This is an optimization exercise on Yosys and OpenROAD, whose aim is small area, a short achievable clock period and few clock cycles per item, not a production implementation.
At most, simulation tests tie the RTL to the original design; equivalence was not proved.

## cedar
// Milestone1_convert
module Milestone1_convert (
	input  logic          Clock,
	input  logic          Resetn,
	input  logic          Enable,
	input  logic   [15:0] SRAM_read_data,
	input  logic          redo,
	output logic          SRAM_we_n,
	output logic   [17:0] SRAM_address,
	output logic   [15:0] SRAM_write_data,
	output logic          Finish
);
Size: about 2200 cells after synthesis, about 56 I/O pins, about 26000 um2 of cells after synthesis.
clock: 14.0 ns
lec_check: 0
cap_margin: 20
core_margin: 2
core_utilization: 40
cts_cluster_diameter: 70
cts_cluster_size: 44
slew_margin: 20
synth_hierarchical: 1
standard.sh (not shown) runs the stock make flow with config.mk's settings and CLKGATE_MAP_FILE= SYNTH_SCRIPT=/design/flow/synth_recipe.tcl, a recipe that flattens the netlist after the stock synthesis.
==> flow/flow/run.sh <==
#!/bin/bash
# Standard ORFS layout (standard.sh) with two changes in how it is made:
#  - the port buffers are buf_4 cells instead of the buffer ORFS picks
#  - timing repair aims at a setup margin below the design's clock period
# The SDC, clock period and I/O constraints are the standard flow's, unchanged.
set -euo pipefail
bash standard.sh SETUP_SLACK_MARGIN=10.0 "BUFFER_PORTS_ARGS=-buffer_cell sky130_fd_sc_hd__buf_4" finish > orfs_make.log 2>&1
For raven, these inputs were changed with respect to cedar:
# cedar
export LEC_CHECK = 0
export CAP_MARGIN = 20
export CORE_MARGIN = 2
export CORE_UTILIZATION = 40
export CTS_CLUSTER_DIAMETER = 70
export CTS_CLUSTER_SIZE = 44
export SLEW_MARGIN = 20
export SYNTH_HIERARCHICAL = 1
create_clock -name core_clock -period 14.0 [get_ports {Clock}]
# raven
export LEC_CHECK = 0
export CAP_MARGIN = 20
export CORE_MARGIN = 2
export CORE_UTILIZATION = 40
export SLEW_MARGIN = 20
export SYNTH_HIERARCHICAL = 1
create_clock -name core_clock -period 14.0 [get_ports {Clock}]
==> flow/flow/run.sh <==
#!/bin/bash
# Standard ORFS layout (standard.sh) with these changes in how it is made:
#  - the port buffers are buf_4 cells instead of the buffer ORFS picks
#  - clock tree: larger sink clusters, no dummy loads
#  - timing repair aims at a setup margin below the design's clock period
# The SDC, clock period and I/O constraints are the standard flow's, unchanged.
set -euo pipefail
bash standard.sh SETUP_SLACK_MARGIN=10.0 \
  "BUFFER_PORTS_ARGS=-buffer_cell sky130_fd_sc_hd__buf_4" \
  "CTS_ARGS=-sink_clustering_enable -repair_clock_nets -sink_clustering_size 36 -sink_clustering_max_diameter 70 -dont_use_dummy_load -wire_unit 40" \
  finish > orfs_make.log 2>&1
Per the comparison of raven with cedar, placement row count stayed essentially flat; wire length of the first global-routing pass stayed essentially flat.
Total detailed-routing wirelength essentially unchanged between raven and cedar.
Between raven and cedar, the difference in total via count after detailed routing is negligible.
Overall global routing resource usage essentially unchanged between cedar and raven.
Average wire length per cell after detail routing was higher in the run labelled raven.
On count of placed standard cells in the final layout, fillers left out, the higher figure sits with cedar, not raven.
The area growth from synthesis to layout reported for raven is smaller than that of cedar by 1.4 points.
#### Input delta (yarrow over raven)
diff --git a/flow/flow/run.sh b/flow/flow/run.sh
--- a/flow/flow/run.sh
+++ b/flow/flow/run.sh
@@ -8,4 +8,4 @@
 bash standard.sh SETUP_SLACK_MARGIN=10.0 \
   "BUFFER_PORTS_ARGS=-buffer_cell sky130_fd_sc_hd__buf_4" \
-  "CTS_ARGS=-sink_clustering_enable -repair_clock_nets -sink_clustering_size 36 -sink_clustering_max_diameter 70 -dont_use_dummy_load -wire_unit 40" \
+  "CTS_ARGS=-sink_clustering_enable -repair_clock_nets -sink_clustering_size 36 -sink_clustering_max_diameter 70 -dont_use_dummy_load" \
   finish > orfs_make.log 2>&1
### Flow results
yarrow did not stop at any stage, and its layout met the timing, DRC and antenna checks. Diff yarrow..raven | H-tree depth reported by CTS | unchanged. Comparing yarrow with raven, the non-clock buffer count came out essentially unchanged. Diff raven -> yarrow: post-route core utilization shows no meaningful change, number of setup violations in the final report shows no meaningful change, via count of the first global-routing pass shows no meaningful change.
### yarrow -> pepper
# yarrow
export LEC_CHECK = 0
export CAP_MARGIN = 20
export CORE_MARGIN = 2
export CORE_UTILIZATION = 40
export SLEW_MARGIN = 20
export SYNTH_HIERARCHICAL = 1
create_clock -name core_clock -period 14.0 [get_ports {Clock}]
# pepper
export LEC_CHECK = 0
export CAP_MARGIN = 20
export CORE_MARGIN = 2
export CORE_UTILIZATION = 40
export CTS_CLUSTER_DIAMETER = 70
export CTS_CLUSTER_SIZE = 36
export SLEW_MARGIN = 20
export SYNTH_HIERARCHICAL = 1
create_clock -name core_clock -period 14.0 [get_ports {Clock}]
==> flow/flow/run.sh <==
#!/bin/bash
# Standard ORFS layout (standard.sh) with two changes in how it is made:
#  - the port buffers are buf_4 cells instead of the buffer ORFS picks
#  - timing repair aims at a setup margin below the design's clock period
# The SDC, clock period and I/O constraints are the standard flow's, unchanged.
set -euo pipefail
bash standard.sh SETUP_SLACK_MARGIN=10.3 "BUFFER_PORTS_ARGS=-buffer_cell sky130_fd_sc_hd__buf_4" finish > orfs_make.log 2>&1
## What came out
- From yarrow to pepper the numbers moved as follows: global-route usage higher; routing usage on met3 lower.
No functional check of the RTL was part of any run of this note.

* * *

Setup of v6:
Milestone1_convert, a different RTL version from the one above (not shown whole).
Size: roughly 2400 cells after synthesis, roughly 490 flip-flops, roughly 56 I/O pins.
Settings: LEC_CHECK=0, CAP_MARGIN=20, CORE_MARGIN=2, CORE_UTILIZATION=40, SLEW_MARGIN=20; clock period 14.0 ns.
run.sh (not shown) runs the stock make flow with config.mk's settings and CLKGATE_MAP_FILE= SYNTH_SCRIPT=/design/flow/synth_recipe.tcl, a recipe that flattens the netlist after the stock synthesis.
Stock flow here: none of the scripts above is used.
Testbench counts of v6, summed over its fixed seeds: cycles 1,545,808, frames 8.
## Diff of input files: v7 against v6
==> flow/flow/run.sh (new file) <==
#!/bin/bash
# Standard ORFS layout (standard.sh), with timing repair aimed at a setup
# margin below the design's clock period.  The SDC and clock are unchanged.
set -euo pipefail
bash standard.sh SETUP_SLACK_MARGIN=9.5 finish > orfs_make.log 2>&1
==> flow/standard.sh (new file) <==
#!/bin/bash
# synth_recipe.tcl (not shown) runs the flow's synth.tcl, then flattens the netlist and writes it again
# the make line also repeats each setting of config.mk as NAME=value (left out here)
make -C /OpenROAD-flow-scripts/flow DESIGN_CONFIG=/design/flow/config.mk WORK_HOME=/design/flow/orfs CLKGATE_MAP_FILE= SYNTH_SCRIPT=/design/flow/synth_recipe.tcl "${@:-finish}"
removed: flow/run.sh
Findings:
Synthesis-to-finish area growth of v7 is on par with v6. v7 ended up with SRAM_address[17] as its worst setup path endpoint; v6 ended up with SRAM_we_n. The post-synthesis instance area of v7 and that of v6 are within noise of each other. Portion of the clock cycle consumed by the worst path in the final layout down 1.1 points in v7 wrt v6.

-- port drivers added, routing unchanged --
The results above use ideal ports. As a check the final layouts listed here were re-extracted and re-timed, cells and wires unchanged. Step 1 sets driving cells, clkbuf_16 on the clock port and buf_2 on the other inputs (assumed; they add their load-dependent delay and slew). Step 2 also shifts input and output timing later by t, the mid clock arrival at the registers, as if the neighbouring blocks saw the same clock. Three values: ideal ports, drivers, drivers and shift; two values: the first two.
run	shift t [ns]	slack for setup (ns)	worst data-port slew with drivers (ns)
cedar	0.653	10.066 / 10.011 / 10.112	0.05
raven	0.636	10.083 / 10.027 / 10.096	0.05
yarrow	0.636	10.083 / 10.027 / 10.096	0.05
pepper	0.664	10.076 / 10.020 / 10.181	0.05
v6	0.677	9.521 / 9.451 / 10.123	0.04
v7	0.677	9.668 / 9.599 / 10.123	0.04
After both steps every run listed still meets setup and hold.
